What follows belongs to an exercise in optimizing a design on an open flow for small area, a short achievable clock period and few clock cycles; a production flow would make more cautious choices.
Function was not checked in any run shown here: the RTL went through the layout flow alone.

==> flow/design.v (outline; a module is shown in full before it is edited, if it fits) <==
// module CONVCOR: 592 lines
module CONVCOR(clk, rst_n, in_valid, in_a, in_b, in_mode, out_valid, out);
  // ...
==> flow/flow/run.sh <==
#!/bin/bash
set -euo pipefail
bash standard.sh SETUP_SLACK_MARGIN=7 finish > standard_flow.log 2>&1
==> flow/standard.sh <==
#!/bin/bash
# synth_recipe.tcl (not shown) runs the flow's synth.tcl, then flattens the netlist and writes it again
# the make line also repeats each setting of config.mk as NAME=value (left out here)
make -C /OpenROAD-flow-scripts/flow DESIGN_CONFIG=/design/flow/config.mk WORK_HOME=/design/flow/orfs CLKGATE_MAP_FILE= SYNTH_SCRIPT=/design/flow/synth_recipe.tcl "${@:-finish}"
==> flow/config.mk <==
export PLATFORM = sky130hd
export DESIGN_NAME = CONVCOR
export DESIGN_NICKNAME = CONVCOR
export VERILOG_FILES = /design/flow/design.v
export SDC_FILE = /design/flow/constraint.sdc
export NUM_CORES = 4
export LEC_CHECK = 0
export CAP_MARGIN = 20
export CORE_MARGIN = 2
export CORE_UTILIZATION = 40
export SLEW_MARGIN = 20
==> flow/constraint.sdc <==
create_clock -name core_clock -period 12.5 [get_ports {clk}]
set_input_delay 2.5000 -clock core_clock [delete_from_list [all_inputs] [get_ports {clk}]]
set_output_delay 2.5000 -clock core_clock [all_outputs]
set_load 0.01 [all_outputs]
==> results.txt, run 1 <==
outcome=timing/DRC/antenna clean; Ports=73; Post-Route M1 WL=16.4 mm; WL final=around 37 mm; Post-Syn Area=14900 sq um; die area=38900 sq um; DPL Wire Length=26.8 mm; multi-input combinational area share=0.533; Final setup viols=0; post-cts resize count=0; multiplexer area fraction after synthesis=0.0138; port bufs=72; Hold Slack=0.446 ns; dpl cell area=15900 sq um; post-layout instance area=~17000 sq um; unique cell type count in the Yosys netlist=66; non-clock inverter count in the final layout=138; vias=11000; # H-tree levels=1; CP peak stage delay=0.78 ns; async set-reset flop share out of synthesis=0; EDFF count, synth=97; total CTS buffers=24; Startpoint Class=flip-flop; post-synthesis compound-gate area fraction=0.174; Arr. time, crit path=5.72 ns; R2R cell count=14; M2 GR Usage=0.320; Setup crit end=out[34]; leading area contributor after synthesis=edfxtp_1; slowest CP cell=dfxtp_1
==> run 2: changes to the inputs <==
==> flow/flow/run.sh (replaced) <==
#!/bin/bash
set -euo pipefail
bash standard.sh SETUP_SLACK_MARGIN=8 finish > standard_flow.log 2>&1
==> run 2 against run 1 <==
Global-route usage up 0.19 points; via count rose by 3.3%; largest cell class unchanged; still clean; synthesized cell count unchanged; critical endpoint unchanged; maximum frequency rose by 15%; highest routed layer is now met5; area after synthesis unchanged; setup slack better by 0.67 ns; wire length increased by 4.3%; register-to-register slack improved by 0.67 ns; non-clock buffer count rose by 66.
==> results.txt, run 2 <==
Critical Path, Cell by Cell=or2_4, a222oi_1, fa_1, fa_2, fa_1, inv_2, fa_1, ha_4, a21o_4, a2111oi_4, a21oi_2, a221oi_2, o21ba_2, xnor2_1 (was inv_2, xnor2_1, fa_1, fa_1, fa_1, inv_1, fa_1, ha_1, a21o_1, a2111oi_2, a21oi_1, a221oi_1, o21ba_2, xnor2_1); most frequent cell after synthesis=inv_1 (unchanged); Final Max Tran Viols=0 (unchanged); vias=11400 (was 11000); Syn. warnings=1 (unchanged); port bufs=72 (unchanged); die area=38900 sq um (unchanged); Clock Skew=0.0108 ns (was 0.00844 ns); 1st-pass router iterations=6 (was 5); Post-Syn Area=14900 sq um (unchanged); worst skew pair latency=0.56 ns (was 0.55 ns); slowest CP cell=fa_1 (was dfxtp_1); async set-reset flop share out of synthesis=0 (unchanged); Storage cell area=5280 sq um (was 5140 sq um); largest net degree at the start of global routing=49 (was 97); syn_nets=1718 (unchanged); syn avg cell area=10.0 sq um (unchanged); leading area contributor after synthesis=edfxtp_1 (unchanged); share of layout cells above drive strength 1=0.169 (was 0.0541); final hold violations=0 (unchanged); die height=197 um (unchanged); Starting Density=0.407 (unchanged); multi-input logic area=9390 sq um (was 8920 sq um); CTS tree=done (unchanged); Critical Path RT=12.99 ns (was 12.98 ns); post-layout instance area=18000 sq um (was 16800 sq um); worst relative slew slack=0.407 (about the same); Arr. time, crit path=5.06 ns (was 5.72 ns); TritonCTS sink count=208 (unchanged); Setup crit end kind=flip-flop (unchanged); die width=197 um (unchanged); Period minus WS final=4.58 ns (was 5.24 ns); first-pass GRT wire length=61.7 mm (about the same); Yosys top cell area share=0.195 (unchanged); Final TNS setup=0 ns (unchanged); largest cells by area after synthesis=edfxtp_1 (19%), dfxtp_1 (15%), fa_1 (14%) (unchanged); Remaining DRCs=0 (unchanged); initial antenna violation count=1 (was 0); DR iter-0 viols=864 (was 1006); Total GRT Usage=0.201 (was 0.199); Final period util=0.366 (was 0.419); CP peak stage delay=0.55 ns (was 0.78 ns); top post-synthesis cells by count=inv_1 (135), a22oi_1 (127), nand2_1 (126) (unchanged); Core Region=36700 sq um (unchanged); cell count after synthesis=1490 (unchanged); Layout Nets=1793 (was 1727); RSZ-0062 raised after global routing=yes (was no); Root Buffer=clkbuf_16 (unchanged); most common cell after layout, fill and taps aside=inv_1 (unchanged); DPL Wire Length=27.2 mm (was 26.8 mm); vias in the first global route=11400 (was 11200); critical path class=reg2reg (unchanged); Startpoint Class=flip-flop (unchanged); hold_buf cts=0 (unchanged); Final GP Congestion=0.902 (was 0.864); Reg with most FFs=out (unchanged); Yosys reg bits=208 (unchanged); Seq/Total Area, Yosys=0.344 (unchanged); P&R area growth vs syn=20.2% (was 12.1%); post-DR wirelength/cell=18.9 um (was 18.7 um); worst-path maximum fanout=3 (was 11); total grt overflow=0 (unchanged); max FFs per register=36 (unchanged); Most Frequent Cell on Critical Path=fa_1 (unchanged); EDFF count, synth=97 (unchanged); total CTS buffers=24 (unchanged); row count=70 (unchanged); Synth Flop Type=dfxtp_1 (unchanged); Ports=73 (unchanged); fillers=3331 (was 3422); Final setup viols=0 (unchanged); outcome=timing/DRC/antenna clean (unchanged); Antenna Nets Post-Route=0 (unchanged); WL final=38.8 mm (was 37.2 mm); # H-tree levels=1 (unchanged); max cap viols=0 (unchanged); Slew @ Worst Pin=0.890 ns (was 0.889 ns); unique cell type count in the Yosys netlist=66 (unchanged); Fmax=219 MHz (was 191 MHz); Vias/cell=5.54 (about the same); Antenna Cells=0 (unchanged); dpl cell area=16000 sq um (was 15900 sq um); maximum clock path buffer count=3 (unchanged); Hold WC Path Type=reg2reg (unchanged); commonest cells after routing, fill and taps aside=inv_1 (133), nand2_1 (126), xnor2_1 (118) (was inv_1 (135), a22oi_1 (127), nand2_1 (126)); Clock transition at path regs=0.06 ns (about the same)
[run 2: worst paths after layout]
| kind | depth (start not counted) | start | endpoint | slack, ns |
|---|---|---|---|---|
| max | 14 | r_top[2] | out[34] | 7.92 |
| min | 0 | A2[8] | A3[8] | 0.45 |
| max reg2reg | 14 | r_top[2] | out[34] | 7.92 |
| min reg2reg | 0 | A2[8] | A3[8] | 0.45 |
[run 2: final cells by class]
type	instances	area share
repair buffers	146	0.0735
multi-input cells	1047	0.523
inverters	138	0.0299
flip-flops and latches	208	0.294
clock buffers	32	0.0409
clock inverters	12	0.00648
well taps	468	0.0326
[run 2: kinds of logic (layout without fill, tap and decap cells)]
family          count (synthesis)  count (layout)  share of synthesized area
mux                            18              18                     0.0138
simple gates                  290             290                     0.0875
flops                         208             208                      0.344
xor+xnor                      187             187                      0.110
fa+ha+maj                     192             192                      0.212
compound gates                360             360                      0.174
buf+inv                       235             328                     0.0599
[run 2: stage by stage]
step	utilization	cells	hold slack (ns)	setup WS (ns)
3_5_place_dp	0.436	1939	0.432	7.15
2_1_floorplan	-	1490	0.425	7.99
4_1_cts	0.474	2011	0.444	8.00
5_1_grt	0.489	2051	0.452	7.80
3_3_place_gp	0.436	1939	0.427	7.15
6_report	0.489	2051	0.445	7.92
[run 2: critical path: cells and delay by family (launching register included)]
kind	cells	cell delay (ns)
AO/OA/AOI/OAI	6	1.56
XOR/XNOR	1	0.10
adder cells (fa/ha/maj)	5	2.18
buffers and inverters	1	0.05
flip-flops	1	0.36
AND/OR/NAND/NOR	1	0.25
[run 2: timing repair]
item                                   4_1_cts  5_1_grt
cloned                                       0        1
gates resized for setup                    113       53
setup endpoints to repair                   22       14
setup buffers                               28       39
pin swaps                                   21       33
endpoints found under the hold margin        0        0
[run 2: layer usage]
metal | global-route usage | vias to the layer above | share of wire
met2 | 0.329 | 459 | 0.46
met3 | 0.0307 | 97 | 0.071
li1 | - | 5358 | -
met1 | 0.274 | 5445 | 0.44
met5 | 0 | - | 0.00046
met4 | 0.0618 | 2 | 0.035

==> afterwards: timing with drivers on the ports <==
No port has a modelled driver above. Below, the same layouts with a new extraction and two added sets of constraints.
Step 1 (the two cells are an assumption about what drives the block):
set clk [get_ports {clk}]
set_driving_cell -lib_cell sky130_fd_sc_hd__clkbuf_16 $clk
set_driving_cell -lib_cell sky130_fd_sc_hd__buf_2 [delete_from_list [all_inputs] $clk]
Step 2 times the ports against the registers' clock, not the clock port: input delays grow and output delays shrink by t, the midpoint of the rising clock arrivals with the driver on.
Three values: no drivers, after step 1, after step 2; two values: the first two.
run | t (ns) | setup slack, ns | worst slew at a driven data input, ns | cell pins on the clock port's net
run 1 | 0.597 | 7.257 / 7.257 / 7.257 | 0.04 | 1
run 2 | 0.602 | 7.924 / 7.924 / 7.924 | 0.03 | 1
After both steps setup and hold are still met in every run listed.
